Source: an optimization exercise on an open RTL-to-GDS flow (aim: small area, a short achievable clock period and few clock cycles). Production flows keep margins and buffers that such runs may drop. Function was checked by simulation only, so behaviour that the tests miss may differ from the original. Power figures rest on the tool's default switching activity, not on a simulated workload.

==> flow/design.v <==
module seq_mult(d, done, clk, a, b, go, reset);
  parameter n=32, log2n=5;
  output [2*n-1:0] d;
  output reg done;
	input clk;
	input [n-1:0] a, b;
	input go, reset;
	reg c;
	reg [n-1:0] p, q, m;
	reg [log2n:0]count;
	reg [n:0] sum;
	reg [log2n:0] count_n;
	always @(posedge clk, posedge reset)
		if(reset == 1) begin
			done <= 0;
		end
    else if(reset == 0) begin
			if(go) begin
				c <= 0;
        p <= 0;
				q <= a;
				m <= b;
				done <= 0;
				count <= n;
      end
			else if (!done) begin
				if (q[0] == 0) begin
					sum = 0 + p; 
				end
				else begin
					sum = m + p; 
				end
				{c,p,q} <= {sum,q} >> 1;
				count_n = count - 1;
				count <= count_n;
				if (count_n == 0) begin
					done <= 1;
				end
			end
		end
	assign d = {p,q};
endmodule
==> flow/run.sh <==
#!/bin/bash
# synth_recipe.tcl (not shown) runs the flow's synth.tcl, then flattens the netlist and writes it again
# the make line also repeats each setting of config.mk as NAME=value (left out here)
make -C /OpenROAD-flow-scripts/flow DESIGN_CONFIG=/design/flow/config.mk WORK_HOME=/design/flow/orfs CLKGATE_MAP_FILE= SYNTH_SCRIPT=/design/flow/synth_recipe.tcl finish
==> flow/config.mk <==
export PLATFORM = sky130hd
export DESIGN_NAME = seq_mult
export DESIGN_NICKNAME = seq_mult
export VERILOG_FILES = /design/flow/design.v
export SDC_FILE = /design/flow/constraint.sdc
export NUM_CORES = 4
export LEC_CHECK = 0
export CAP_MARGIN = 20
export CORE_MARGIN = 2
export CORE_UTILIZATION = 40
export PLACE_DENSITY = 0.6
export SLEW_MARGIN = 20
==> flow/constraint.sdc <==
create_clock -name core_clock -period 3.3 [get_ports {clk}]
set_input_delay 0.6600 -clock core_clock [delete_from_list [all_inputs] [get_ports {clk}]]
set_output_delay 0.6600 -clock core_clock [all_outputs]
set_load 0.01 [all_outputs]
==> results.sh <==
export IMPL_ys_ff_latch=103
export IMPL_critical_path_buf_inv_count=0
export IMPL_fin_skew_ns=0.00804
export IMPL_hp_class="in -> async"
export IMPL_cts_buffers=9
export IMPL_yosysWarnings=1
export IMPL_grt_usage_pct=19.1
export IMPL_clkSlewWorstSetupHoldPaths_ns=0.07
export IMPL_yosys_cell_types_count=60
export IMPL_async_flop_share_pct=0.971
export IMPL_antennaDiodeCount=0
export IMPL_cts_repair_resized=0
export IMPL_drc=0
export IMPL_post_synth_top_count_cell="edfxtp_1"
export IMPL_status="finished clean"
export IMPL_synth_top_cell_area_share_pct=52.3
export IMPL_fin_crit_ns=2.90
export IMPL_fin_crit_sh_pct=88.0
export IMPL_ctsHoldBuffers=0
export IMPL_placed_cells=798
export IMPL_totalPowerFinal_mw=3.70
export IMPL_die_h_microns=125
export IMPL_reg2reg_from="p[0]"
export IMPL_drtPass1Iterations=4
export IMPL_synth_top_cells_by_count="102 x edfxtp_1, 37 x nor2_1, 34 x ha_1, 34 x nand2_1, 33 x a21oi_1"
export IMPL_max_clock_freq_ghz=0.344
export IMPL_hold_viol=0
export IMPL_finalSetupTns_ns=0
export IMPL_yosysTopAreaCell="edfxtp_1"
export IMPL_io_pins=132
export IMPL_power_density_nw_per_um2=482
export IMPL_drive_gt1_share_pct=12.1
export IMPL_cts_num_sinks=103
export IMPL_setup_viol=0
export IMPL_initial_core_util_pct=40.6
export IMPL_grt_max_degree=49
export IMPL_ys_flop_type="edfxtp_1"
export IMPL_leakage_nw=2.88
export IMPL_grt_pass1_wl_microns=23600
export IMPL_port_buffers=131
export IMPL_htreeDepth=3
export IMPL_crit_family="compound AO/OA/AOI/OAI gates"
export IMPL_cpMaxStageDelayCell="edfxtp_1"
export IMPL_worstMarginPinSlew_ns=0.614
export IMPL_rsz0062_at_grt="no"
export IMPL_routed_via_density=5.43
export IMPL_cap_violations=0
export IMPL_clock_tree_root_cell="clkbuf_16"
export IMPL_path_cells="ha_1 -> fa_1 -> a21o_1 -> nand4_1 -> a21oi_1 -> o211ai_2 -> a21oi_1 -> or3_1 -> a32o_1"
export IMPL_hpwl_microns=10500
export IMPL_synthTopCellsByArea="edfxtp_1 52%, ha_1 7.3%, mux2_2 6.0%"
export IMPL_post_cts_buffers=0
export IMPL_path_class="reg -> reg"
export IMPL_drt_iter0_markers=300
export IMPL_crit_fanout=4
export IMPL_worstSkewPairLatency_ns=0.36
export IMPL_avgSynthCellArea_sq_um=11.9
export IMPL_routedWlPerCell_microns=18.1
export IMPL_max_slew_margin_rel_pct=59.1
export IMPL_cts_tree="yes"
export IMPL_yosysSeqAreaShare_pct=52.7
export IMPL_worstPathRequired_ns=3.42
export IMPL_wl_microns=14700
export IMPL_core_area_sq_um=14400
export IMPL_endpoint_kind="register"
export IMPL_antenna_found_initial=0
export IMPL_crit_path_start_kind="register"
export IMPL_first_global_vias=4612
export IMPL_rrSetupSlack_ns=0.40
export IMPL_cts_path_max_buffers=2
export IMPL_rows=44
export IMPL_finalNetCount=727
export IMPL_irDropWorstVdd_mv=0.314
export IMPL_path_common_cell="a21oi_1"
export IMPL_syn_to_final_growth_pct=31.1
export IMPL_synth_edf_count=102
export IMPL_slew_violations=0
export IMPL_reg2reg_to="p[27]"
export IMPL_vias=4421
export IMPL_syn_inst=491
export IMPL_synth_fp_nets=593
export IMPL_grt_ovfl_total=0
export IMPL_critPathMaxStageDelay_ns=0.42
export IMPL_routabilityCongestion=0.890
export IMPL_die_area_sq_um=15600
export IMPL_critPathArrivalTime_ns=3.03
export IMPL_final_antenna_net_count=0
export IMPL_syn_cell_area_sq_um=5860
export IMPL_path_depth=9
export IMPL_ff2ff_path_depth=9
export IMPL_finalNonFillerCells=814
export IMPL_die_w_microns=125
## flip-flops by register name (all words and copies together), names as in the netlist
signal,count
count,6
p,32
m,32
q,32
done,1
## per-stage QoR
stage               hold slack [ns]  cell area [sq um]  setup WS (ns)  utilization (%)
floorplan                     0.389               5870          0.377                -
global placement              0.561               7400          0.445             51.3
detailed placement            0.565               7400          0.425             51.3
CTS                           0.550               7680          0.405             53.2
global route                  0.579               7680          0.209             53.2
finish                        0.565               7680          0.396             53.2
## where the power goes
part           switching (mW)  leakage (nW)  internal, mW
Sequential             0.0754          1.01          1.58
Combinational           0.521          1.73         0.500
Clock                   0.508         0.131         0.515
## cells by family (layout without fill, tap and decap cells)
| kind of cell | Yosys count | count (layout) | share of synthesized area (%) |
|---|---|---|---|
| AO/OA/AOI/OAI | 137 | 137 | 16.3 |
| XOR/XNOR | 19 | 19 | 2.84 |
| adder cells (fa/ha/maj) | 35 | 35 | 7.61 |
| buffers and inverters | 28 | 167 | 1.88 |
| flip-flops | 103 | 103 | 52.7 |
| multiplexers | 41 | 41 | 7.69 |
| AND/OR/NAND/NOR | 128 | 128 | 11.0 |
## layer usage
| metal | share of wire [%] | global-route usage (%) | vias up | wire length [microns] |
|---|---|---|---|---|
| met2 | 45 | 29.5 | 133 | 6610 |
| met1 | 45 | 25.3 | 2107 | 6630 |
| met5 | 0 | 0 | - | 0 |
| met3 | 8.3 | 6.50 | 18 | 1220 |
| li1 | - | - | 2163 | - |
| met4 | 1.7 | 6.80 | 0 | 252 |
## layout make-up
cell class                      instances  area [sq um]
Multi-Input combinational cell        360          2670
Fill cell                            1316          6750
Clock inverter                          6          42.5
Tap cell                              184           230
Sequential cell                       103          3090
Clock buffer                           10           229
Inverter                               11          41.3
Timing Repair Buffer                  140          1370
## cell usage in the layout (no fill, tap or decap), types with 8 or more instances in the layout
cell type,synthesis,layout
clkbuf_16,0,9
buf_4,0,9
nor2_1,37,36
ha_1,34,34
clkdlybuf4s50_1,0,130
a21o_1,16,16
edfxtp_1,102,102
xnor2_1,13,13
a21oi_1,33,32
mux2_2,31,31
a32o_1,8,8
mux2i_1,9,9
nand2_1,34,34
nand4_1,8,8
o21ai_0,25,25
a211oi_1,8,8
inv_1,10,10
or3_1,9,9
## worst max-delay path by stage
stage | from | end | slack, ns
after floorplan | go | m[0] | 0.38
after global placement | p[0] | p[27] | 0.44
after detailed placement | p[0] | p[27] | 0.42
after CTS | p[0] | p[27] | 0.41
after global routing | p[0] | p[27] | 0.21
final | p[0] | p[27] | 0.40
Testbench counts, summed over its fixed seeds: cycles 79,208.

-- re-timing with driven ports --
The flow's constraints put no driver on any port. The routed layout listed below was extracted and timed again, unchanged, in two steps. Step 1 sets driving cells, clkbuf_16 on the clock port and buf_2 on the other inputs (assumed; they add their load-dependent delay and slew). Step 2 times the ports against the registers' clock, not the clock port: input delays grow and output delays shrink by t, the midpoint of the rising clock arrivals with the driver on. Three values: no drivers, after step 1, after step 2; two values: the first two.
shift t [ns]: 0.401
slack for setup (ns): 0.396 / 0.396 / 0.396
latest minus earliest clock arrival (ns): 0.009 / 0.009
slew at the worst register clock pin (ns): 0.07 / 0.07
After both steps setup and hold are still met in this run. For this run, drivers alone change the setup slack by 0.000 ns; drivers and shift together by 0.000 ns.
